Source: an optimization exercise on an open RTL-to-GDS flow (aim: small area). Production flows keep margins and buffers that such runs may drop.
Function was checked by simulation only, so behaviour that the tests miss may differ from the original.

// miniCPU
module miniCPU (
    input [17:0] switches,
    input ligar,
    input enviar,
    input clk,
    input rst_n,
    output [7:0] LCD_DATA,
    output LCD_RS,
    output LCD_RW,
    output LCD_EN,
    output LCD_ON,
    output LCD_BLON
);
    wire [2:0] opcode = switches[17:15];
    wire [3:0] reg_dest = switches[14:11];
    wire [3:0] reg_input1 = switches[10:7];
    wire [3:0] reg_input2 = switches[6:3];
    wire signal = switches[6];
    wire [15:0] imm_ones = {{10{signal}}, switches[5:0] ^ {6{signal}}};
    localparam [2:0] LOAD = 3'b000, ADD = 3'b001, ADDI = 3'b010, SUB = 3'b011,
                     SUBI = 3'b100, MUL = 3'b101, CLEAR = 3'b110, DISPLAY = 3'b111;
    localparam [2:0] IDLE = 3'b000, EXECUTE = 3'b001, WRITE = 3'b010, WAIT_MORE = 3'b011,
                     W1_NONE = 3'b100, W1_WRITE = 3'b101, W1_CLEAR = 3'b110;
    localparam [1:0] SEL_ADD = 2'b00, SEL_SUB = 2'b01, SEL_MUL = 2'b10, SEL_PASS = 2'b11;
    reg [2:0] state;
    wire lcd_start_signal = state[2];
    wire write_enable = state[2] & state[0];
    wire soft_reset = state[2] & state[1];
    reg [15:0] work;
    reg [1:0] alu_selector;
    wire [15:0] mem_read_data;
    wire [15:0] alu_result;
    reg ligar_high;
    always @(posedge clk or negedge ligar)
        if (~ligar) ligar_high <= 1'b0;
        else ligar_high <= 1'b1;
    wire memory_clear = ~ligar_high | soft_reset;
    wire executing = (state == EXECUTE);
    wire writing = (state == WRITE);
    wire [3:0] read_addr = executing ? reg_input2 : reg_input1;
    memoryCPU Memo (
        .clock(clk),
        .clear(memory_clear),
        .regWrite(write_enable),
        .write_reg_addr(reg_dest),
        .write_data(work),
        .read_reg_addr(read_addr),
        .read_data(mem_read_data)
    );
    wire op_rr = (opcode == ADD) | (opcode == SUB);
  ...
Size in the first run: ~1300 cells after synthesis, about 35 I/O pins, about 14000 um^2 of cells after synthesis.
==> flow/config.mk <==
export PLATFORM = sky130hd
export DESIGN_NAME = miniCPU
export DESIGN_NICKNAME = miniCPU
export VERILOG_FILES = /design/flow/design.v
export SDC_FILE = /design/flow/constraint.sdc
export NUM_CORES = 4
export LEC_CHECK = 0
export ABC_AREA = 1
export CAP_MARGIN = 20
export CORE_MARGIN = 2
export CORE_UTILIZATION = 55
export SLEW_MARGIN = 20
==> flow/constraint.sdc <==
create_clock -name core_clock -period 20.0 [get_ports {clk}]
set_input_delay 4.0000 -clock core_clock [delete_from_list [all_inputs] [get_ports {clk}]]
set_output_delay 4.0000 -clock core_clock [all_outputs]
set_load 0.01 [all_outputs]
standard.sh (not shown) runs the stock make flow with config.mk's settings and CLKGATE_MAP_FILE= SYNTH_SCRIPT=/design/flow/synth_recipe.tcl, a recipe that flattens the netlist after the stock synthesis.
==> flow/flow/run.sh <==
#!/bin/bash
# Standard synthesis, then a stronger ABC area pass over the combinational
# logic only (flip-flops, adders and tie cells are kept as they are, with
# their names), then the standard layout from that netlist with the extra
# make settings in flow/params.sh (clock-tree and port-buffer options).
set -euo pipefail
WORK=$(pwd)
R=$WORK/orfs/results/${FLOW_PLATFORM}/miniCPU/base
LIB=$FLOW_HOME/platforms/${FLOW_PLATFORM}/lib/sky130_fd_sc_hd__tt_025C_1v80.lib
source "$WORK/flow/params.sh"

bash standard.sh synth > synth_standard.log 2>&1
cp "$R/1_2_yosys.v" "$WORK/1_2_yosys.standard.v"

DU=$(sed -n '/DONT_USE_CELLS/,/^$/p' "$FLOW_HOME/platforms/${FLOW_PLATFORM}/config.mk" | tr -d '\\' \
     | grep -o 'sky130_fd_sc_hd__[a-z0-9_]*' | sed 's/^/-dont_use /' | tr '\n' ' ')
cp "$WORK/flow/reopt.abc" "$WORK/reopt.abc"
cat > "$WORK/reopt.ys" <<EOY
read_liberty -wb -ignore_miss_func $LIB
read_verilog $WORK/1_2_yosys.standard.v
hierarchy -top $FLOW_TOP
blackbox =sky130_fd_sc_hd__*df* =sky130_fd_sc_hd__fa_* =sky130_fd_sc_hd__ha_* =sky130_fd_sc_hd__conb_*
flatten -wb
opt_clean
abc -liberty $LIB $DU -script $WORK/reopt.abc
opt_clean -purge
read_liberty -lib -overwrite $LIB
hierarchy -top $FLOW_TOP
splitnets
opt_clean -purge
hilomap -singleton -hicell sky130_fd_sc_hd__conb_1 HI -locell sky130_fd_sc_hd__conb_1 LO
insbuf -buf sky130_fd_sc_hd__buf_1 A X
opt_clean -purge
check -assert -mapped
stat -liberty $LIB
write_verilog -noattr -nohex -nodec $WORK/1_2_yosys.reopt.v
EOY
yosys -s "$WORK/reopt.ys" > reopt.log 2>&1
cp "$WORK/1_2_yosys.reopt.v" "$R/1_2_yosys.v"
rm -f "$R/1_synth.odb" "$R/1_synth.sdc"
bash standard.sh "${LAYOUT_VARS[@]}" finish > layout.log 2>&1
==> flow/flow/params.sh <==
# extra make settings for the layout steps
LAYOUT_VARS=(
  "CTS_ARGS=-sink_clustering_enable -repair_clock_nets -dont_use_dummy_load -sink_clustering_size 28 -sink_clustering_max_diameter 100"
  "BUFFER_PORTS_ARGS=-buffer_cell sky130_fd_sc_hd__buf_1"
)
==> flow/flow/reopt.abc <==
strash;&get -n;&deepsyn -T 60;&put;&get -n;&dch -f;&nf -R 1000;&put
Edit:
--- a/flow/design.v
+++ b/flow/design.v
@@ -196,19 +196,14 @@
                     lcd_data = {4'h3, digit};
             default:  
                 lcd_data = is_clear ? " " : {4'h3, digit};
         endcase
     end
     assign lcd_rs = ((char_index != 4'd0) && (state == STATE_WRITE_LINE1 || state == STATE_WRITE_LINE2))
                   || state == STATE_LINE2_ADDR || state == STATE_READY;
-    always @(posedge clk)
-        if (rst_n && system_active && state != STATE_IDLE && wait_flag && counter != 11'd935)
-            counter <= {counter[9:0], ~(counter[10] ^ counter[8])};
-        else
-            counter <= 11'd0;
     always @(posedge clk) begin
         if (load && state == STATE_READY) begin
             reg_store <= reg_idx;
             val <= value;
         end else if (extracting && step_ok) begin
             val <= step_sum;
         end
@@ -221,29 +216,32 @@
             prev_reset_n <= reset_n;
             if (prev_reset_n == 1'b1 && reset_n == 1'b0)
                 system_active <= ~system_active;
             if (system_active == 1'b0) begin
                 state <= STATE_IDLE;
                 lcd_en <= 0;
                 wait_flag <= 0;
+                counter <= 0;
                 char_index <= 0;
                 first_boot <= 1;
             end else if (state == STATE_IDLE) begin
                 state <= STATE_INIT;
                 char_index <= 0;
                 wait_flag <= 0;
                 first_boot <= 1;
             end else if (wait_flag) begin
                 if (counter != 11'd935) begin
+                    counter <= {counter[9:0], ~(counter[10] ^ counter[8])};
                     if (counter == 11'd1648) begin
                         lcd_en <= 0;
                         digit <= 4'd0;
                     end
                 end else begin
                     wait_flag <= 0;
+                    counter <= 0;
                 end
                 if (extracting && step_ok)
                     digit <= digit + 1'b1;
             end else begin
                 case (state)
                     STATE_INIT: begin
                         lcd_en <= 1;
@@ -410,17 +408,19 @@
                 default:  
                     if (enviar) state <= IDLE;
                     else state <= WAIT_MORE;
             endcase
         end
     end
     always @(posedge clk) begin
-        case (opcode)
-            ADD, ADDI: alu_selector <= SEL_ADD;
-            SUB, SUBI: alu_selector <= SEL_SUB;
-            MUL: alu_selector <= SEL_MUL;
-            default: alu_selector <= SEL_PASS;
-        endcase
+        if (executing) begin
+            case (opcode)
+                ADD, ADDI: alu_selector <= SEL_ADD;
+                SUB, SUBI: alu_selector <= SEL_SUB;
+                MUL: alu_selector <= SEL_MUL;
+                default: alu_selector <= SEL_PASS;
+            endcase
+        end
         if (executing | writing)
             work <= alu_result;
     end
 endmodule
Outcome:
- cell area goes up by 0.92%
- area after synthesis goes up by 0.69%
- maximum frequency goes down by 3.7%
- routed wire length goes up by 2.2%
- clock-buffer cell count goes up by 1
- synthesized cell count goes down by 0.92%
- die area goes up by 0.67%
- cell count goes down by 0.41%
- first-iteration DRC count goes down by 20%
- clock skew goes up by 0.021 ns
- utilization goes up by 0.38 points

## what the ideal ports hide
The flow's constraints put no driver on any port. The routed layouts listed below were extracted and timed again, unchanged, in two steps.
Step 1, drivers: a clkbuf_16 drives clk and a buf_2 each remaining input, both assumed.
Step 2, shift: input delay + t, output delay - t, t = (earliest + latest rising clock arrival at the registers) / 2. This alone moves slack from input paths to output paths.
Slacks: ideal ports / drivers / drivers and shift; pairs: ideal ports / drivers.
| run | shift t [ns] | slack for setup (ns) | worst setup path at the end |
|---|---|---|---|
| the first run | 0.535 | 5.870 / 5.899 / 5.364 | input to register |
| the second run | 0.536 | 5.320 / 5.348 / 4.811 | input to register |
After both steps every run listed still meets setup and hold. The setup slack of the second run, which loses most, moves by +0.028 ns with the drivers and by -0.509 ns with both steps.
